Source: an optimization exercise on an open RTL-to-GDS flow (aim: small area, a short achievable clock period and few clock cycles). Production flows keep margins and buffers that such runs may drop.
In this exercise RTL edits were held to simulation tests only and were not proved equivalent to the original.
Power is estimated from default activity; no workload was simulated.

==> flow/design.v <==
module cpu(clk, reset, in, out, mem_addr, mem_cmd, halt);
  input clk, reset;
  input [15:0] in;
  output [15:0] out;
  output [8:0] mem_addr;
  output [1:0] mem_cmd;
  output halt;
  reg [15:0] R0, R1, R2, R3, R4, R5, R6, R7;
  reg [12:0] ir;        
  reg        ir_v;      
  reg        xv;        
  reg [8:0]  pce;       
  reg [8:0]  mar;       
  reg        hz;        
  reg        infl;      
  reg [8:0]  pcf;       
  reg        go;        
  reg        ldwb;      
  reg [2:0]  ld_rd;
  reg        halted;
  reg        fz, flt;   
  reg c_mov, c_movi, c_bl, c_bx, c_ldr, c_str, c_hlt, c_add, c_cmp, c_and, c_mvn;
  reg c_wr;             
  reg [2:0] wa_r;
  reg j_al, j_eq, j_ne, j_lt, j_le;    
  reg [7:0] asel, bsel;                
  function [15:0] rsel(input [2:0] s, input [15:0] a0, a1, a2, a3, a4, a5, a6, a7);
    case (s)
      3'd0: rsel = a0; 3'd1: rsel = a1; 3'd2: rsel = a2; 3'd3: rsel = a3;
      3'd4: rsel = a4; 3'd5: rsel = a5; 3'd6: rsel = a6; default: rsel = a7;
    endcase
  endfunction
  function [15:0] hsel(input [7:0] s, input [15:0] a0, a1, a2, a3, a4, a5, a6, a7);
    hsel = ({16{s[0]}} & a0) | ({16{s[1]}} & a1) | ({16{s[2]}} & a2) | ({16{s[3]}} & a3) |
           ({16{s[4]}} & a4) | ({16{s[5]}} & a5) | ({16{s[6]}} & a6) | ({16{s[7]}} & a7);
  endfunction
  function [7:0] dec8(input [2:0] n);
    dec8 = 8'b1 << n;
  endfunction
  wire run  = xv & ~hz;                         
  wire hzst = xv & hz;                          
  wire [15:0] ra = hsel(asel, R0, R1, R2, R3, R4, R5, R6, R7);
  wire [15:0] rb = hsel(bsel, R0, R1, R2, R3, R4, R5, R6, R7);
  reg [15:0] sb;
  always @* begin
    case (ir[4:3])
      2'b00: sb = rb;
      2'b01: sb = {rb[14:0], 1'b0};
      2'b10: sb = {1'b0, rb[15:1]};
      default: sb = {rb[15], rb[15:1]};
    endcase
  end
  wire        sub = c_cmp;
  wire [15:0] sum = ra + (sub ? ~sb : sb) + {15'b0, sub};
  reg  [15:0] other;    
  always @* begin
    if (ldwb) other = in;
    else if (c_movi) other = {{8{ir[7]}}, ir[7:0]};
    else if (c_bl) other = {8'b0, pce[7:0]};
    else if (c_mov) other = sb;
    else if (c_and) other = ra & sb;
    else other = ~sb;
  end
  wire [15:0] wd = (c_add & ~ldwb) ? sum : other;
  wire take = j_al | (j_eq & fz) | (j_ne & ~fz) | (j_lt & flt) | (j_le & (flt | fz));
  wire redirect = run & take;
  wire dmem  = run & (c_ldr | c_str);
  wire fetch = go & ~halted & ~dmem & ~(run & c_hlt);
  assign mem_addr = (dmem | redirect) ? mar : (hzst ? pce : pcf);
  assign mem_cmd  = {fetch | (run & c_ldr), run & c_str};
  assign out      = rb;
  assign halt     = halted | (run & c_hlt);
  wire sthit = run & c_str & infl & (mar == pce);
  wire        we = ldwb ? go : (run & c_wr);
  wire [2:0]  wa = ldwb ? ld_rd : wa_r;
  always @(posedge clk) begin
    if (we & (wa == 3'd0)) R0 <= wd;
    if (we & (wa == 3'd1)) R1 <= wd;
    if (we & (wa == 3'd2)) R2 <= wd;
    if (we & (wa == 3'd3)) R3 <= wd;
    if (we & (wa == 3'd4)) R4 <= wd;
    if (we & (wa == 3'd5)) R5 <= wd;
    if (we & (wa == 3'd6)) R6 <= wd;
    if (we & (wa == 3'd7)) R7 <= wd;
  end
  wire [2:0] iop  = in[15:13];
  wire       d_mov = iop == 3'b110;
  wire       d_alu = iop == 3'b101;
  wire       d_ldr = iop == 3'b011;
  wire       d_str = iop == 3'b100;
  wire       d_b   = iop == 3'b001;
  wire       d_bl  = (iop == 3'b010) & in[12];
  wire       d_bx  = (iop == 3'b010) & ~in[12];
  wire [15:0] d_rv = rsel(in[10:8], R0, R1, R2, R3, R4, R5, R6, R7);
  wire [8:0] d_mar = (d_b | d_bl) ? pcf + {in[7], in[7:0]} : d_rv[8:0] + {{4{in[4]}}, in[4:0]};
  wire       d_hz  = ((d_ldr | d_str) & xv & (c_wr | c_ldr) & (wa_r == in[10:8])) | d_bx;
  wire [2:0] d_rb  = (d_str | (iop == 3'b010)) ? in[7:5] : in[2:0];
  wire [8:0] e_mar = c_bx ? rb[8:0] : ra[8:0] + {{4{ir[4]}}, ir[4:0]};
  wire ir_ld = ~(ir_v & (ldwb | hzst));
  reg  ir_v_n, ldwb_n, halted_n;
  always @* begin
    ir_v_n = ir_v; ldwb_n = 1'b0; halted_n = halted;
    if (go) begin
      if (ir_ld) ir_v_n = infl & ~redirect & ~sthit;
      ldwb_n = run & c_ldr;
      if (run & c_hlt) halted_n = 1'b1;
    end
  end
  always @(posedge clk) begin
    if (reset) begin
      go <= 1'b0; ir_v <= 1'b0; infl <= 1'b0; ldwb <= 1'b0; halted <= 1'b0; xv <= 1'b0;
      pcf <= 9'd0;
    end else begin
      go <= 1'b1;
      ir_v <= ir_v_n; ldwb <= ldwb_n; halted <= halted_n;
      xv <= go & ir_v_n & ~ldwb_n & ~halted_n;
      if (go) begin
        infl <= fetch;
        if (fetch) pcf <= mem_addr + 9'd1;
        else if (sthit) pcf <= pce;
      end
    end
  end
  always @(posedge clk) begin
    if (ir_ld) begin
      ir    <= in[12:0];
      pce   <= pcf;
      mar   <= d_mar;
      hz    <= d_hz;
      c_mov <= d_mov & ~in[12];
      c_movi <= d_mov & in[12];
      c_bl  <= d_bl;
      c_bx  <= d_bx;
      c_ldr <= d_ldr;
      c_str <= d_str;
      c_hlt <= iop == 3'b111;
      c_add <= d_alu & (in[12:11] == 2'b00);
      c_cmp <= d_alu & (in[12:11] == 2'b01);
      c_and <= d_alu & (in[12:11] == 2'b10);
      c_mvn <= d_alu & (in[12:11] == 2'b11);
      c_wr  <= d_mov | (d_alu & (in[12:11] != 2'b01)) | d_bl;
      wa_r  <= d_bl ? 3'd7 : (d_mov & in[12]) ? in[10:8] : in[7:5];
      j_al  <= (d_b & (in[10:8] == 3'b000)) | d_bl | d_bx;
      j_eq  <= d_b & (in[10:8] == 3'b001);
      j_ne  <= d_b & (in[10:8] == 3'b010);
      j_lt  <= d_b & (in[10:8] == 3'b011);
      j_le  <= d_b & (in[10:8] == 3'b100);
      asel  <= dec8(in[10:8]);
      bsel  <= dec8(d_rb);
    end else if (hzst) begin
      mar <= e_mar;
      hz  <= 1'b0;
    end
    if (run & c_ldr) ld_rd <= ir[7:5];
    if (run & c_cmp) begin
      fz  <= (ra == sb);
      flt <= (ra[15] ^ sb[15]) ? ra[15] : sum[15];
    end
  end
endmodule
Settings: LEC_CHECK=0, CAP_MARGIN=20, CORE_MARGIN=2, CORE_UTILIZATION=40, SLEW_MARGIN=20; clock period 10.0 ns.
standard.sh (not shown) runs the stock make flow with config.mk's settings and CLKGATE_MAP_FILE= SYNTH_SCRIPT=/design/flow/synth_recipe.tcl, a recipe that flattens the netlist after the stock synthesis.
==> flow/flow/run.sh <==
#!/bin/bash
set -euo pipefail
bash standard.sh SETUP_SLACK_MARGIN=5.6 finish > standard_flow.log 2>&1
Testbench counts at the start, summed over its fixed seeds: cycles 35,090.
Next try:
==> flow/run.sh (new file) <==
#!/bin/bash
# synth_recipe.tcl (not shown) runs the flow's synth.tcl, then flattens the netlist and writes it again
# the make line also repeats each setting of config.mk as NAME=value (left out here)
make -C /OpenROAD-flow-scripts/flow DESIGN_CONFIG=/design/flow/config.mk WORK_HOME=/design/flow/orfs CLKGATE_MAP_FILE= SYNTH_SCRIPT=/design/flow/synth_recipe.tcl finish
- SETUP_SLACK_MARGIN: unset -> 5
removed: flow/flow/run.sh
removed: flow/standard.sh
What happened:
- The new run finished clean
- core utilization falls by 1.8 points
- setup slack got worse by 370 ps
- fmax drops by 7.6%
- final area fell by 3.6%
- clock power grows by 6.3%
- flip-flop and latch count is unchanged
- first-iteration DRC count rose by 12%
- worst hold slack improves by 6.8 ps
- non-clock buffer count went down by 48
- clock-buffer cell count rises by 1
Next try:
==> flow/flow/run.sh (new file) <==
#!/bin/bash
set -euo pipefail
bash standard.sh SETUP_SLACK_MARGIN=6.0 finish > standard_flow.log 2>&1
==> flow/standard.sh (new file) <==
#!/bin/bash
# synth_recipe.tcl (not shown) runs the flow's synth.tcl, then flattens the netlist and writes it again
# the make line also repeats each setting of config.mk as NAME=value (left out here)
make -C /OpenROAD-flow-scripts/flow DESIGN_CONFIG=/design/flow/config.mk WORK_HOME=/design/flow/orfs CLKGATE_MAP_FILE= SYNTH_SCRIPT=/design/flow/synth_recipe.tcl "${@:-finish}"
- SETUP_SLACK_MARGIN: 5 -> unset
removed: flow/run.sh
After rerunning: Design area rises by roughly a tenth. Total power rises by a little under a tenth. Routed wire length rises by a little under a tenth. Synthesized area does not change. Clock power rises slightly. Cell count rises by a little under a tenth. Sequential power stays flat. Setup slack improved by 510 ps. Count of clock-buffer cells in the layout is unchanged.
Next try:
==> flow/flow/run.sh (replaced) <==
#!/bin/bash
set -euo pipefail
bash standard.sh SETUP_SLACK_MARGIN=5.6 "BUFFER_PORTS_ARGS=-buffer_cell sky130_fd_sc_hd__buf_4" finish > standard_flow.log 2>&1
Routed wire length came out lower by 3.2%.
Area after synthesis is unchanged.
Sequential power hardly moves.
Power shrinks by 8.2%.

[what the ideal ports hide]
The results above use ideal ports. As a check the final layouts listed here were re-extracted and re-timed, cells and wires unchanged.
Step 1 assumes that a clkbuf_16 drives the clock port and a buf_2 every other input.
Step 2 times the ports against the registers' clock, not the clock port: input delays grow and output delays shrink by t, the midpoint of the rising clock arrivals with the driver on.
Slacks: no drivers / after step 1 / after step 2; pairs: no drivers / after step 1.
run | shift t [ns] | setup WS [ns] | worst register clock-pin slew, ns
the first run | 0.595 | 5.543 / 5.491 / 5.017 | 0.06 / 0.06
the second run | 0.594 | 5.176 / 5.128 / 4.684 | 0.07 / 0.07
the third run | 0.601 | 5.686 / 5.635 / 5.094 | 0.06 / 0.06
the fourth run | 0.589 | 5.551 / 5.462 / 4.873 | 0.07 / 0.07
After both steps setup and hold are still met in every run listed. For the fourth run, which loses most, drivers alone change the setup slack by -0.089 ns; drivers and shift together by -0.678 ns.
